From an optimization exercise on the open Yosys and OpenROAD flow, aimed at a short achievable clock period and few clock cycles; shortcuts taken in it are not production practice. Only simulation tests tie the RTL to the original design; equivalence was not proved. Power is estimated from default activity; no workload was simulated.

==> juniper <==
==> flow/design.v <==
`timescale 1ns / 1ps
module REG_FILE(
    input clk,
    input [4:0] RF_ADR1,
    input [4:0] RF_ADR2,
    input RF_EN,
    input [4:0] RF_WA,
    input [31:0] RF_WD,
    output logic [31:0] RF_RS1,
    output logic [31:0] RF_RS2
    );
    logic [31:0] ram [1:31];
    assign RF_RS1 = (RF_ADR1 == 5'd0) ? 32'd0 : ram[RF_ADR1];
    assign RF_RS2 = (RF_ADR2 == 5'd0) ? 32'd0 : ram[RF_ADR2];
    always_ff @(posedge clk) begin
        if (RF_EN && RF_WA != 5'd0)
            ram[RF_WA] <= RF_WD;
    end
endmodule
`timescale 1ns / 1ps
module OTTER_MCU(
    input RST,
    input CLK,
    output [13:0] MEM_ADDR1,
    output MEM_RDEN1,
    input [31:0] MEM_DOUT1,
    output [13:0] MEM_ADDR2,
    output MEM_RDEN2,
    output MEM_WE2,
    output [3:0] MEM_BE2,
    output [31:0] MEM_DIN2,
    input [31:0] MEM_DOUT2
    );
    localparam NB = 4;           
    localparam SPRED_BNE = 1'b1;
    logic [31:0] fpc;            
    logic        iv, i_pred;     
    logic [31:0] ipc;
    logic [NB-1:0] i_hit;
    logic        dv, d_pred, d_bp;  
    logic [31:0] ir, dpc;
    logic [NB-1:0] d_hit;
    logic [NB-1:0] bt_v;
    logic [29:0]   bt_tag [0:NB-1];
    logic [31:0]   bt_tgt [0:NB-1];
    logic [1:0]    bt_ptr;       
    logic          bi_v;         
    logic [29:0]   bi_tag;
    logic [31:0]   bi_tgt;
    logic        ev, e_pred, e_bp;  
    logic [NB-1:0] e_hit;
    logic [31:0] epc, e_seq, e_btgt, e_a, e_b, e_bn, e_sd, e_imm;  
    logic [1:0]  e_acnt, e_bcnt;  
    logic        e_sub, e_f_add, e_f_sll, e_f_slt, e_f_sltu, e_f_xor, e_f_sr, e_sra,
                 e_f_or, e_f_and, e_f_link;
    logic        e_br, e_jal, e_jalr, e_load, e_store, e_wen;
    logic [2:0]  e_f3;
    logic [4:0]  e_rd;
    logic        mv, m_wen, m_load, m_we, m_re;
    logic [4:0]  m_rd;
    logic [31:0] m_res, m_din;
    logic [13:0] m_addr;
    logic [3:0]  m_be;
    logic [2:0]  m_f3;
    logic [1:0]  m_alo;
    logic        wv, w_wen, w_load;
    logic [4:0]  w_rd;
    logic [31:0] w_res;
    logic [2:0]  w_f3;
    logic [1:0]  w_alo;
    logic stall;                 
    assign MEM_ADDR1 = fpc[15:2];
    assign MEM_RDEN1 = ~stall;
    logic [NB-1:0] f_hit;
    logic [31:0]   f_ptgt;
    always_comb begin
        f_ptgt = 32'd0;
        for (int i = 0; i < NB; i++) begin
            f_hit[i] = bt_v[i] & (bt_tag[i] == fpc[31:2]);
            f_ptgt = f_ptgt | ({32{f_hit[i]}} & bt_tgt[i]);
        end
    end
    wire f_pred = |f_hit;
    wire [31:0] inst = MEM_DOUT1;
    wire [6:0] opc = ir[6:0];
    wire [2:0] f3  = ir[14:12];
    wire [4:0] rd  = ir[11:7];
    wire [4:0] rs1 = ir[19:15];
    wire [4:0] rs2 = ir[24:20];
    wire d_lui   = (opc == 7'b0110111);
    wire d_auipc = (opc == 7'b0010111);
    wire d_jal   = (opc == 7'b1101111);
    wire d_jalr  = (opc == 7'b1100111);
    wire d_br    = (opc == 7'b1100011);
    wire d_load  = (opc == 7'b0000011);
    wire d_store = (opc == 7'b0100011);
    wire d_opimm = (opc == 7'b0010011);
    wire d_op    = (opc == 7'b0110011);
    wire d_alu   = d_op | d_opimm;
    wire d_use1 = ~(d_lui | d_auipc | d_jal);
    wire d_use2 = d_br | d_store | d_op;
    wire d_wen  = (d_lui | d_auipc | d_jal | d_jalr | d_load | d_alu) & (rd != 5'd0);
    wire [31:0] imm_i = {{21{ir[31]}}, ir[30:20]};
    wire [31:0] imm_s = {{21{ir[31]}}, ir[30:25], ir[11:7]};
    wire [31:0] imm_b = {{20{ir[31]}}, ir[7], ir[30:25], ir[11:8], 1'b0};
    wire [31:0] imm_u = {ir[31:12], 12'd0};
    wire [31:0] imm_j = {{12{ir[31]}}, ir[19:12], ir[20], ir[30:21], 1'b0};
    wire [31:0] d_tgt = dpc + (d_jal ? imm_j : imm_b);
    wire d_brv = d_br & (f3[2:1] != 2'b01);
    wire d_st  = dv & ~d_pred & (d_jal | (d_brv & (ir[31] | SPRED_BNE & (f3 == 3'b001))));
    wire [31:0] rf_a, rf_b;
    wire        rf_we;
    wire [31:0] w_wd;
    REG_FILE reg_file(.clk(CLK), .RF_ADR1(rs1), .RF_ADR2(rs2), .RF_EN(rf_we),
        .RF_WA(w_rd), .RF_WD(w_wd), .RF_RS1(rf_a), .RF_RS2(rf_b));
    wire d_fa_e = ev & e_wen & (rs1 == e_rd);
    wire d_fb_e = ev & e_wen & (rs2 == e_rd);
    wire d_fa_m = mv & m_wen & (rs1 == m_rd);
    wire d_fb_m = mv & m_wen & (rs2 == m_rd);
    wire d_fa_w = wv & w_wen & (rs1 == w_rd);
    wire d_fb_w = wv & w_wen & (rs2 == w_rd);
    wire [32:0] sum33 = {1'b0, e_a} + {1'b0, e_bn} + {32'd0, e_sub};
    wire [31:0] sum = sum33[31:0];
    wire        ltu = ~sum33[32];
    wire        lt  = (e_a[31] ^ e_b[31]) ? e_a[31] : ltu;
    wire        eq  = (e_a == e_b);
    wire [4:0]  sh  = e_b[4:0];
    wire [31:0] sll = e_a << sh;
    wire [31:0] srv = $signed({e_sra & e_a[31], e_a}) >>> sh;
    wire [31:0] seq = e_seq;
    wire [31:0] res = ({32{e_f_add}}  & sum)
                    | ({32{e_f_sll}}  & sll)
                    | ({32{e_f_slt}}  & {31'd0, lt})
                    | ({32{e_f_sltu}} & {31'd0, ltu})
                    | ({32{e_f_xor}}  & (e_a ^ e_b))
                    | ({32{e_f_sr}}   & srv)
                    | ({32{e_f_or}}   & (e_a | e_b))
                    | ({32{e_f_and}}  & (e_a & e_b))
                    | ({32{e_f_link}} & seq);
    logic cond;
    always_comb begin
        case (e_f3[2:1])
            2'b00:   cond = eq;
            2'b10:   cond = lt;
            default: cond = ltu;
        endcase
        cond = cond ^ e_f3[0];
    end
    wire [31:0] agu  = e_a + e_imm;
    wire [31:0] btgt = e_btgt;
    wire [31:0] rtgt = e_pred ? seq : (e_jalr ? agu : btgt);
    wire taken    = e_jal | e_jalr | (e_br & cond);
    wire e_go     = ev & ~stall;
    wire redirect = e_go & (taken ^ e_pred);
    logic [3:0] be;
    always_comb begin
        case (e_f3[1:0])
            2'b00:   be = 4'b0001 << agu[1:0];
            2'b01:   be = agu[1] ? 4'b1100 : 4'b0011;
            default: be = 4'b1111;
        endcase
    end
    assign MEM_ADDR2 = m_addr;
    assign MEM_RDEN2 = m_re;
    assign MEM_WE2   = m_we;
    assign MEM_BE2   = m_be;
    assign MEM_DIN2  = m_din;
    logic [31:0] ld;
    always_comb begin
        logic [31:0] shd;
        shd = MEM_DOUT2 >> {w_alo, 3'b000};
        case (w_f3[1:0])
            2'b00:   ld = w_f3[2] ? {24'd0, shd[7:0]}  : {{24{shd[7]}}, shd[7:0]};
            2'b01:   ld = w_f3[2] ? {16'd0, shd[15:0]} : {{16{shd[15]}}, shd[15:0]};
            default: ld = MEM_DOUT2;
        endcase
    end
    assign w_wd  = w_load ? ld : w_res;
    assign rf_we = wv & w_wen;
    wire [31:0] fa = d_fa_e ? res : d_fa_m ? m_res : d_fa_w ? w_wd : rf_a;
    wire [31:0] fb = d_fb_e ? res : d_fb_m ? m_res : d_fb_w ? w_wd : rf_b;
    wire [1:0] n_acnt = (d_use1 & d_fa_e & e_load) ? 2'd2 :
                        (d_use1 & ~d_fa_e & d_fa_m & m_load) ? 2'd1 : 2'd0;
    wire [1:0] n_bcnt = (d_use2 & d_fb_e & e_load) ? 2'd2 :
                        (d_use2 & ~d_fb_e & d_fb_m & m_load) ? 2'd1 : 2'd0;
    wire [31:0] d_bv  = (d_op | d_br | d_store) ? fb : (d_lui | d_auipc) ? imm_u : imm_i;
    wire        d_sub = (d_op & (((f3 == 3'b000) & ir[30]) | (f3[2:1] == 2'b01)))
                      | (d_opimm & (f3[2:1] == 2'b01)) | d_br;
    function automatic [31:0] repl(input [31:0] v, input [1:0] sz);
        case (sz)
            2'b00:   repl = {4{v[7:0]}};
            2'b01:   repl = {2{v[15:0]}};
            default: repl = v;
        endcase
    endfunction
    always_ff @(posedge CLK) begin
        if (RST) begin
            fpc    <= 32'd0;
            iv     <= 1'b0;
            dv     <= 1'b0;
            ev     <= 1'b0;
            mv     <= 1'b0;
            m_we   <= 1'b0;
            wv     <= 1'b0;
            e_acnt <= 2'd0;
            e_bcnt <= 2'd0;
            stall  <= 1'b0;
            bt_v   <= '0;
            bt_ptr <= '0;
            bi_v   <= 1'b0;
        end else begin
            mv   <= e_go;
            m_we <= e_go & e_store;
            wv   <= mv;
            bi_v <= e_go & taken & ~e_bp & (e_br | e_jal);
            if (bi_v) begin
                bt_v[bt_ptr] <= 1'b1;
                bt_ptr <= bt_ptr + 1'b1;
            end
            if (stall) begin
                if (e_acnt != 2'd0) e_acnt <= e_acnt - 2'd1;
                if (e_bcnt != 2'd0) e_bcnt <= e_bcnt - 2'd1;
                stall <= (e_acnt == 2'd2) | (e_bcnt == 2'd2);
            end else begin
                if (e_go & e_bp & ~taken) bt_v <= bt_v & ~e_hit;
                ev <= dv & ~redirect;
                e_acnt <= n_acnt;
                e_bcnt <= n_bcnt;
                stall  <= dv & ~redirect & ((n_acnt != 2'd0) | (n_bcnt != 2'd0));
                if (redirect) begin
                    fpc <= rtgt;
                    iv  <= 1'b0;
                    dv  <= 1'b0;
                end else if (d_st) begin
                    fpc <= d_tgt;
                    iv  <= 1'b0;
                    dv  <= 1'b0;
                end else begin
                    fpc <= f_pred ? f_ptgt : fpc + 32'd4;
                    iv  <= 1'b1;
                    dv  <= iv;
                end
            end
        end
    end
    always_ff @(posedge CLK) begin
        w_wen  <= m_wen;
        w_load <= m_load;
        w_rd   <= m_rd;
        w_res  <= m_res;
        w_f3   <= m_f3;
        w_alo  <= m_alo;
        m_wen  <= e_wen;
        m_load <= e_load;
        m_re   <= e_go & e_load;
        m_rd   <= e_rd;
        m_res  <= res;
        m_f3   <= e_f3;
        m_alo  <= agu[1:0];
        m_addr <= agu[15:2];
        m_be   <= be;
        m_din  <= e_sd;
        bi_tag <= epc[31:2];
        bi_tgt <= btgt;
        if (bi_v) begin
            bt_tag[bt_ptr] <= bi_tag;
            bt_tgt[bt_ptr] <= bi_tgt;
        end
        if (stall) begin
            if (e_acnt == 2'd1) e_a <= w_wd;
            if (e_bcnt == 2'd1) begin
                e_b  <= w_wd;
                e_bn <= w_wd ^ {32{e_sub}};
                e_sd <= repl(w_wd, e_f3[1:0]);
            end
        end else begin
            begin
                ipc    <= fpc;
                i_pred <= f_pred;
                i_hit  <= f_hit;
                ir     <= inst;
                dpc    <= ipc;
                d_pred <= i_pred;
                d_bp   <= i_pred;
                d_hit  <= i_hit;
            end
            epc      <= dpc;
            e_pred   <= d_pred | d_st;
            e_seq    <= dpc + 32'd4;
            e_btgt   <= d_tgt;
            e_bp     <= d_bp;
            e_hit    <= d_hit;
            e_a      <= d_lui ? 32'd0 : (d_auipc ? dpc : fa);
            e_b      <= d_bv;
            e_bn     <= d_bv ^ {32{d_sub}};
            e_sd     <= repl(fb, f3[1:0]);
            e_imm    <= d_store ? imm_s : imm_i;
            e_sub    <= d_sub;
            e_f_add  <= (d_alu & (f3 == 3'b000)) | d_lui | d_auipc;
            e_f_sll  <= d_alu & (f3 == 3'b001);
            e_f_slt  <= d_alu & (f3 == 3'b010);
            e_f_sltu <= d_alu & (f3 == 3'b011);
            e_f_xor  <= d_alu & (f3 == 3'b100);
            e_f_sr   <= d_alu & (f3 == 3'b101);
            e_sra    <= ir[30];
            e_f_or   <= d_alu & (f3 == 3'b110);
            e_f_and  <= d_alu & (f3 == 3'b111);
            e_f_link <= d_jal | d_jalr;
            e_br     <= d_br & (f3[2:1] != 2'b01);
            e_jal    <= d_jal;
            e_jalr   <= d_jalr;
            e_load   <= d_load;
            e_store  <= d_store;
            e_wen    <= d_wen;
            e_f3     <= f3;
            e_rd     <= rd;
        end
    end
endmodule
==> flow/flow/run.sh <==
#!/bin/bash
set -euo pipefail
bash standard.sh SETUP_SLACK_MARGIN=8.5 finish > standard.log 2>&1
==> flow/standard.sh <==
#!/bin/bash
# synth_recipe.tcl (not shown) runs the flow's synth.tcl, then flattens the netlist and writes it again
# the make line also repeats each setting of config.mk as NAME=value (left out here)
make -C /OpenROAD-flow-scripts/flow DESIGN_CONFIG=/design/flow/config.mk WORK_HOME=/design/flow/orfs CLKGATE_MAP_FILE= SYNTH_SCRIPT=/design/flow/synth_recipe.tcl "${@:-finish}"
==> flow/config.mk <==
export PLATFORM = sky130hd
export DESIGN_NAME = OTTER_MCU
export DESIGN_NICKNAME = OTTER_MCU
export VERILOG_FILES = /design/flow/design.v
export SDC_FILE = /design/flow/constraint.sdc
export NUM_CORES = 4
export LEC_CHECK = 0
export ABC_CLOCK_PERIOD_IN_PS = 2000
export CAP_MARGIN = 20
export CORE_MARGIN = 2
export CORE_UTILIZATION = 50
export GPL_TIMING_DRIVEN = 1
export SETUP_SLACK_MARGIN = 5
export SLEW_MARGIN = 20
export TNS_END_PERCENT = 100
==> flow/constraint.sdc <==
create_clock -name core_clock -period 11.0 [get_ports {CLK}]
set_input_delay 2.2000 -clock core_clock [delete_from_list [all_inputs] [get_ports {CLK}]]
set_output_delay 2.2000 -clock core_clock [all_outputs]
set_load 0.01 [all_outputs]
==> inputs of indigo, as changes to juniper <==
==> flow/design.v, changed modules only <==
module OTTER_MCU(
    input RST,
    input CLK,
    output [13:0] MEM_ADDR1,
    output MEM_RDEN1,
    input [31:0] MEM_DOUT1,
    output [13:0] MEM_ADDR2,
    output MEM_RDEN2,
    output MEM_WE2,
    output [3:0] MEM_BE2,
    output [31:0] MEM_DIN2,
    input [31:0] MEM_DOUT2
    );
    localparam NB = 4;           
    localparam SPRED_BNE = 1'b1;
    logic [31:0] fpc;            
    logic        iv, i_pred;     
    logic [31:0] ipc;
    logic [NB-1:0] i_hit;
    logic        dv, d_pred, d_bp;  
    logic [31:0] ir, dpc;
    logic [NB-1:0] d_hit;
    logic [NB-1:0] bt_v;
    logic [29:0]   bt_tag [0:NB-1];
    logic [31:0]   bt_tgt [0:NB-1];
    logic [1:0]    bt_ptr;       
    logic          bi_v;         
    logic [29:0]   bi_tag;
    logic [31:0]   bi_tgt;
    logic        ev, e_pred, e_bp;  
    logic [NB-1:0] e_hit;
    logic [31:0] epc, e_a, e_b, e_bn, e_sd, e_imm, e_toff;  
    logic [1:0]  e_acnt, e_bcnt;  
    logic        e_sub, e_f_add, e_f_sll, e_f_slt, e_f_sltu, e_f_xor, e_f_sr, e_sra,
                 e_f_or, e_f_and, e_f_link;
    logic        e_br, e_jal, e_jalr, e_load, e_store, e_wen;
    logic        j_v;            
    logic [31:0] j_tgt;
    logic [2:0]  e_f3;
    logic [4:0]  e_rd;
    logic        mv, m_wen, m_load, m_we, m_re;
    logic [4:0]  m_rd;
    logic [31:0] m_res, m_din;
    logic [13:0] m_addr;
    logic [3:0]  m_be;
    logic [2:0]  m_f3;
    logic [1:0]  m_alo;
    logic        wv, w_wen, w_load;
    logic [4:0]  w_rd;
    logic [31:0] w_res;
    logic [2:0]  w_f3;
    logic [1:0]  w_alo;
    wire stall = ev & ((e_acnt != 2'd0) | (e_bcnt != 2'd0));
    assign MEM_ADDR1 = fpc[15:2];
    assign MEM_RDEN1 = ~stall;
    logic [NB-1:0] f_hit;
    logic [31:0]   f_ptgt;
    always_comb begin
        f_ptgt = 32'd0;
        for (int i = 0; i < NB; i++) begin
            f_hit[i] = bt_v[i] & (bt_tag[i] == fpc[31:2]);
            f_ptgt = f_ptgt | ({32{f_hit[i]}} & bt_tgt[i]);
        end
    end
    wire f_pred = |f_hit;
    wire [31:0] inst = MEM_DOUT1;
    wire i_jal = (inst[6:0] == 7'b1101111);
    wire i_br  = (inst[6:0] == 7'b1100011) & (inst[14:13] != 2'b01);
    wire i_st  = iv & ~i_pred & (i_jal | (i_br & (inst[31] | SPRED_BNE & (inst[14:12] == 3'b001))));
    wire [31:0] i_off = i_jal ? {{12{inst[31]}}, inst[19:12], inst[20], inst[30:21], 1'b0}
                              : {{20{inst[31]}}, inst[7], inst[30:25], inst[11:8], 1'b0};
    wire [31:0] i_tgt = ipc + i_off;
    wire [6:0] opc = ir[6:0];
    wire [2:0] f3  = ir[14:12];
    wire [4:0] rd  = ir[11:7];
    wire [4:0] rs1 = ir[19:15];
    wire [4:0] rs2 = ir[24:20];
    wire d_lui   = (opc == 7'b0110111);
    wire d_auipc = (opc == 7'b0010111);
    wire d_jal   = (opc == 7'b1101111);
    wire d_jalr  = (opc == 7'b1100111);
    wire d_br    = (opc == 7'b1100011);
    wire d_load  = (opc == 7'b0000011);
    wire d_store = (opc == 7'b0100011);
    wire d_opimm = (opc == 7'b0010011);
    wire d_op    = (opc == 7'b0110011);
    wire d_alu   = d_op | d_opimm;
    wire d_use1 = ~(d_lui | d_auipc | d_jal);
    wire d_use2 = d_br | d_store | d_op;
    wire d_wen  = (d_lui | d_auipc | d_jal | d_jalr | d_load | d_alu) & (rd != 5'd0);
    wire [31:0] imm_i = {{21{ir[31]}}, ir[30:20]};
    wire [31:0] imm_s = {{21{ir[31]}}, ir[30:25], ir[11:7]};
    wire [31:0] imm_b = {{20{ir[31]}}, ir[7], ir[30:25], ir[11:8], 1'b0};
    wire [31:0] imm_u = {ir[31:12], 12'd0};
    wire [31:0] imm_j = {{12{ir[31]}}, ir[19:12], ir[20], ir[30:21], 1'b0};
    wire [31:0] rf_a, rf_b;
    wire        rf_we;
    wire [31:0] w_wd;
    REG_FILE reg_file(.clk(CLK), .RF_ADR1(rs1), .RF_ADR2(rs2), .RF_EN(rf_we),
        .RF_WA(w_rd), .RF_WD(w_wd), .RF_RS1(rf_a), .RF_RS2(rf_b));
    wire d_fa_e = ev & e_wen & (rs1 == e_rd);
    wire d_fb_e = ev & e_wen & (rs2 == e_rd);
    wire d_fa_m = mv & m_wen & (rs1 == m_rd);
    wire d_fb_m = mv & m_wen & (rs2 == m_rd);
    wire d_fa_w = wv & w_wen & (rs1 == w_rd);
    wire d_fb_w = wv & w_wen & (rs2 == w_rd);
    wire [32:0] sum33 = {1'b0, e_a} + {1'b0, e_bn} + {32'd0, e_sub};
    wire [31:0] sum = sum33[31:0];
    wire        ltu = ~sum33[32];
    wire        lt  = (e_a[31] ^ e_b[31]) ? e_a[31] : ltu;
    wire        eq  = (e_a == e_b);
    wire [4:0]  sh  = e_b[4:0];
    wire [31:0] sll = e_a << sh;
    wire [31:0] srv = $signed({e_sra & e_a[31], e_a}) >>> sh;
    wire [31:0] seq = epc + 32'd4;
    wire [31:0] res = ({32{e_f_add}}  & sum)
                    | ({32{e_f_sll}}  & sll)
                    | ({32{e_f_slt}}  & {31'd0, lt})
                    | ({32{e_f_sltu}} & {31'd0, ltu})
                    | ({32{e_f_xor}}  & (e_a ^ e_b))
                    | ({32{e_f_sr}}   & srv)
                    | ({32{e_f_or}}   & (e_a | e_b))
                    | ({32{e_f_and}}  & (e_a & e_b))
                    | ({32{e_f_link}} & seq);
    logic cond;
    always_comb begin
        case (e_f3[2:1])
            2'b00:   cond = eq;
            2'b10:   cond = lt;
            default: cond = ltu;
        endcase
        cond = cond ^ e_f3[0];
    end
    wire [31:0] agu  = e_a + e_imm;
    wire [31:0] btgt = epc + e_toff;
    wire [31:0] rtgt = e_pred ? seq : btgt;
    wire taken    = e_jal | (e_br & cond);
    wire jsq      = e_go & e_jalr;
    wire e_go     = ev & ~stall;
    wire redirect = e_go & (taken ^ e_pred);
    logic [3:0] be;
    always_comb begin
        case (e_f3[1:0])
            2'b00:   be = 4'b0001 << agu[1:0];
            2'b01:   be = agu[1] ? 4'b1100 : 4'b0011;
            default: be = 4'b1111;
        endcase
    end
    assign MEM_ADDR2 = m_addr;
    assign MEM_RDEN2 = m_re;
    assign MEM_WE2   = m_we;
    assign MEM_BE2   = m_be;
    assign MEM_DIN2  = m_din;
    logic [31:0] ld;
    always_comb begin
        logic [31:0] shd;
        shd = MEM_DOUT2 >> {w_alo, 3'b000};
        case (w_f3[1:0])
            2'b00:   ld = w_f3[2] ? {24'd0, shd[7:0]}  : {{24{shd[7]}}, shd[7:0]};
            2'b01:   ld = w_f3[2] ? {16'd0, shd[15:0]} : {{16{shd[15]}}, shd[15:0]};
            default: ld = MEM_DOUT2;
        endcase
    end
    assign w_wd  = w_load ? ld : w_res;
    assign rf_we = wv & w_wen;
    wire [31:0] fa = d_fa_e ? res : d_fa_m ? m_res : d_fa_w ? w_wd : rf_a;
    wire [31:0] fb = d_fb_e ? res : d_fb_m ? m_res : d_fb_w ? w_wd : rf_b;
    wire [31:0] d_bv  = (d_op | d_br | d_store) ? fb : (d_lui | d_auipc) ? imm_u : imm_i;
    wire        d_sub = (d_op & (((f3 == 3'b000) & ir[30]) | (f3[2:1] == 2'b01)))
                      | (d_opimm & (f3[2:1] == 2'b01)) | d_br;
    function automatic [31:0] repl(input [31:0] v, input [1:0] sz);
        case (sz)
            2'b00:   repl = {4{v[7:0]}};
            2'b01:   repl = {2{v[15:0]}};
            default: repl = v;
        endcase
    endfunction
    always_ff @(posedge CLK) begin
        if (RST) begin
            fpc    <= 32'd0;
            iv     <= 1'b0;
            dv     <= 1'b0;
            ev     <= 1'b0;
            mv     <= 1'b0;
            m_we   <= 1'b0;
            wv     <= 1'b0;
            e_acnt <= 2'd0;
            e_bcnt <= 2'd0;
            bt_v   <= '0;
            bt_ptr <= '0;
            bi_v   <= 1'b0;
            j_v    <= 1'b0;
        end else begin
            j_v  <= jsq;
            mv   <= e_go;
            m_we <= e_go & e_store;
            wv   <= mv;
            bi_v <= e_go & taken & ~e_bp & (e_br | e_jal);
            if (bi_v) begin
                bt_v[bt_ptr] <= 1'b1;
                bt_ptr <= bt_ptr + 1'b1;
            end
            if (stall) begin
                if (e_acnt != 2'd0) e_acnt <= e_acnt - 2'd1;
                if (e_bcnt != 2'd0) e_bcnt <= e_bcnt - 2'd1;
            end else begin
                if (e_go & e_bp & ~taken) bt_v <= bt_v & ~e_hit;
                ev <= dv & ~redirect & ~jsq;
                e_acnt <= (d_use1 & d_fa_e & e_load) ? 2'd2 :
                          (d_use1 & ~d_fa_e & d_fa_m & m_load) ? 2'd1 : 2'd0;
                e_bcnt <= (d_use2 & d_fb_e & e_load) ? 2'd2 :
                          (d_use2 & ~d_fb_e & d_fb_m & m_load) ? 2'd1 : 2'd0;
                if (j_v) begin
                    fpc <= j_tgt;
                    iv  <= 1'b0;
                    dv  <= 1'b0;
                end else if (redirect | jsq) begin
                    fpc <= rtgt;
                    iv  <= 1'b0;
                    dv  <= 1'b0;
                end else if (i_st) begin
                    fpc <= i_tgt;
                    iv  <= 1'b0;
                    dv  <= 1'b1;
                end else begin
                    fpc <= f_pred ? f_ptgt : fpc + 32'd4;
                    iv  <= 1'b1;
                    dv  <= iv;
                end
            end
        end
    end
    always_ff @(posedge CLK) begin
        w_wen  <= m_wen;
        w_load <= m_load;
        w_rd   <= m_rd;
        w_res  <= m_res;
        w_f3   <= m_f3;
        w_alo  <= m_alo;
        m_wen  <= e_wen;
        m_load <= e_load;
        m_re   <= e_go & e_load;
        m_rd   <= e_rd;
        m_res  <= res;
        m_f3   <= e_f3;
        m_alo  <= agu[1:0];
        m_addr <= agu[15:2];
        m_be   <= be;
        m_din  <= e_sd;
        j_tgt  <= agu;
        bi_tag <= epc[31:2];
        bi_tgt <= btgt;
        if (bi_v) begin
            bt_tag[bt_ptr] <= bi_tag;
            bt_tgt[bt_ptr] <= bi_tgt;
        end
        if (stall) begin
            if (e_acnt == 2'd1) e_a <= w_wd;
            if (e_bcnt == 2'd1) begin
                e_b  <= w_wd;
                e_bn <= w_wd ^ {32{e_sub}};
                e_sd <= repl(w_wd, e_f3[1:0]);
            end
        end else begin
            begin
                ipc    <= fpc;
                i_pred <= f_pred;
                i_hit  <= f_hit;
                ir     <= inst;
                dpc    <= ipc;
                d_pred <= i_pred | i_st;
                d_bp   <= i_pred;
                d_hit  <= i_hit;
            end
            epc      <= dpc;
            e_pred   <= d_pred;
            e_bp     <= d_bp;
            e_hit    <= d_hit;
            e_a      <= d_lui ? 32'd0 : (d_auipc ? dpc : fa);
            e_b      <= d_bv;
            e_bn     <= d_bv ^ {32{d_sub}};
            e_sd     <= repl(fb, f3[1:0]);
            e_imm    <= d_store ? imm_s : imm_i;
            e_toff   <= d_br ? imm_b : imm_j;
            e_sub    <= d_sub;
            e_f_add  <= (d_alu & (f3 == 3'b000)) | d_lui | d_auipc;
            e_f_sll  <= d_alu & (f3 == 3'b001);
            e_f_slt  <= d_alu & (f3 == 3'b010);
            e_f_sltu <= d_alu & (f3 == 3'b011);
            e_f_xor  <= d_alu & (f3 == 3'b100);
            e_f_sr   <= d_alu & (f3 == 3'b101);
            e_sra    <= ir[30];
            e_f_or   <= d_alu & (f3 == 3'b110);
            e_f_and  <= d_alu & (f3 == 3'b111);
            e_f_link <= d_jal | d_jalr;
            e_br     <= d_br & (f3[2:1] != 2'b01);
            e_jal    <= d_jal;
            e_jalr   <= d_jalr;
            e_load   <= d_load;
            e_store  <= d_store;
            e_wen    <= d_wen;
            e_f3     <= f3;
            e_rd     <= rd;
        end
    end
endmodule
==> flow/flow/run.sh (replaced) <==
#!/bin/bash
set -euo pipefail
bash standard.sh SETUP_SLACK_MARGIN=7 finish > standard.log 2>&1
Settings changed: ABC_CLOCK_PERIOD_IN_PS 2000 to 3000, CORE_UTILIZATION 50 to 40.
==> impl_results.md <==
- XOR/XNOR Fraction of Synth Area: 2.98%
- Outcome: complete, no violations
- Clk Latency, worst-skew pair: 0.90 ns
- Overall power: 0.0173 W
-- figures above: juniper

==> impl_results.md <==
- Most used routing layer: met2
- Reg2reg setup slack: 6.60 ns
- Starting Density: 40.2%
- Outcome: complete, no violations
- Clk Latency, worst-skew pair: 0.92 ns
- Overall power: 0.0172 W
-- figures above: indigo

Testbench counts of juniper, summed over its fixed seeds: cycles 67,399.
Testbench counts of indigo, summed over its fixed seeds: cycles 65,634.

==> static timing again, ports no longer ideal <==
No port has a modelled driver above. Below, the same layouts with a new extraction and two added sets of constraints.
Step 1, drivers: a clkbuf_16 drives CLK and a buf_2 each remaining input, both assumed.
Step 2 adds t to the input delays and takes it off the output delays; t is the mean of the earliest and latest rising clock arrival at the registers after step 1. Input paths then give back, and output paths get back, about the clock's delay inside the block.
Slacks: no drivers / after step 1 / after step 2; pairs: no drivers / after step 1.
run	t, ns	setup slack, ns	worst setup path after step 2
juniper	0.958	6.964 / 6.966 / 6.061	input to register
indigo	0.936	5.949 / 5.991 / 5.055	input to register
After both steps setup and hold are still met in every run listed. For juniper, which loses most, drivers alone change the setup slack by +0.002 ns; drivers and shift together by -0.903 ns.
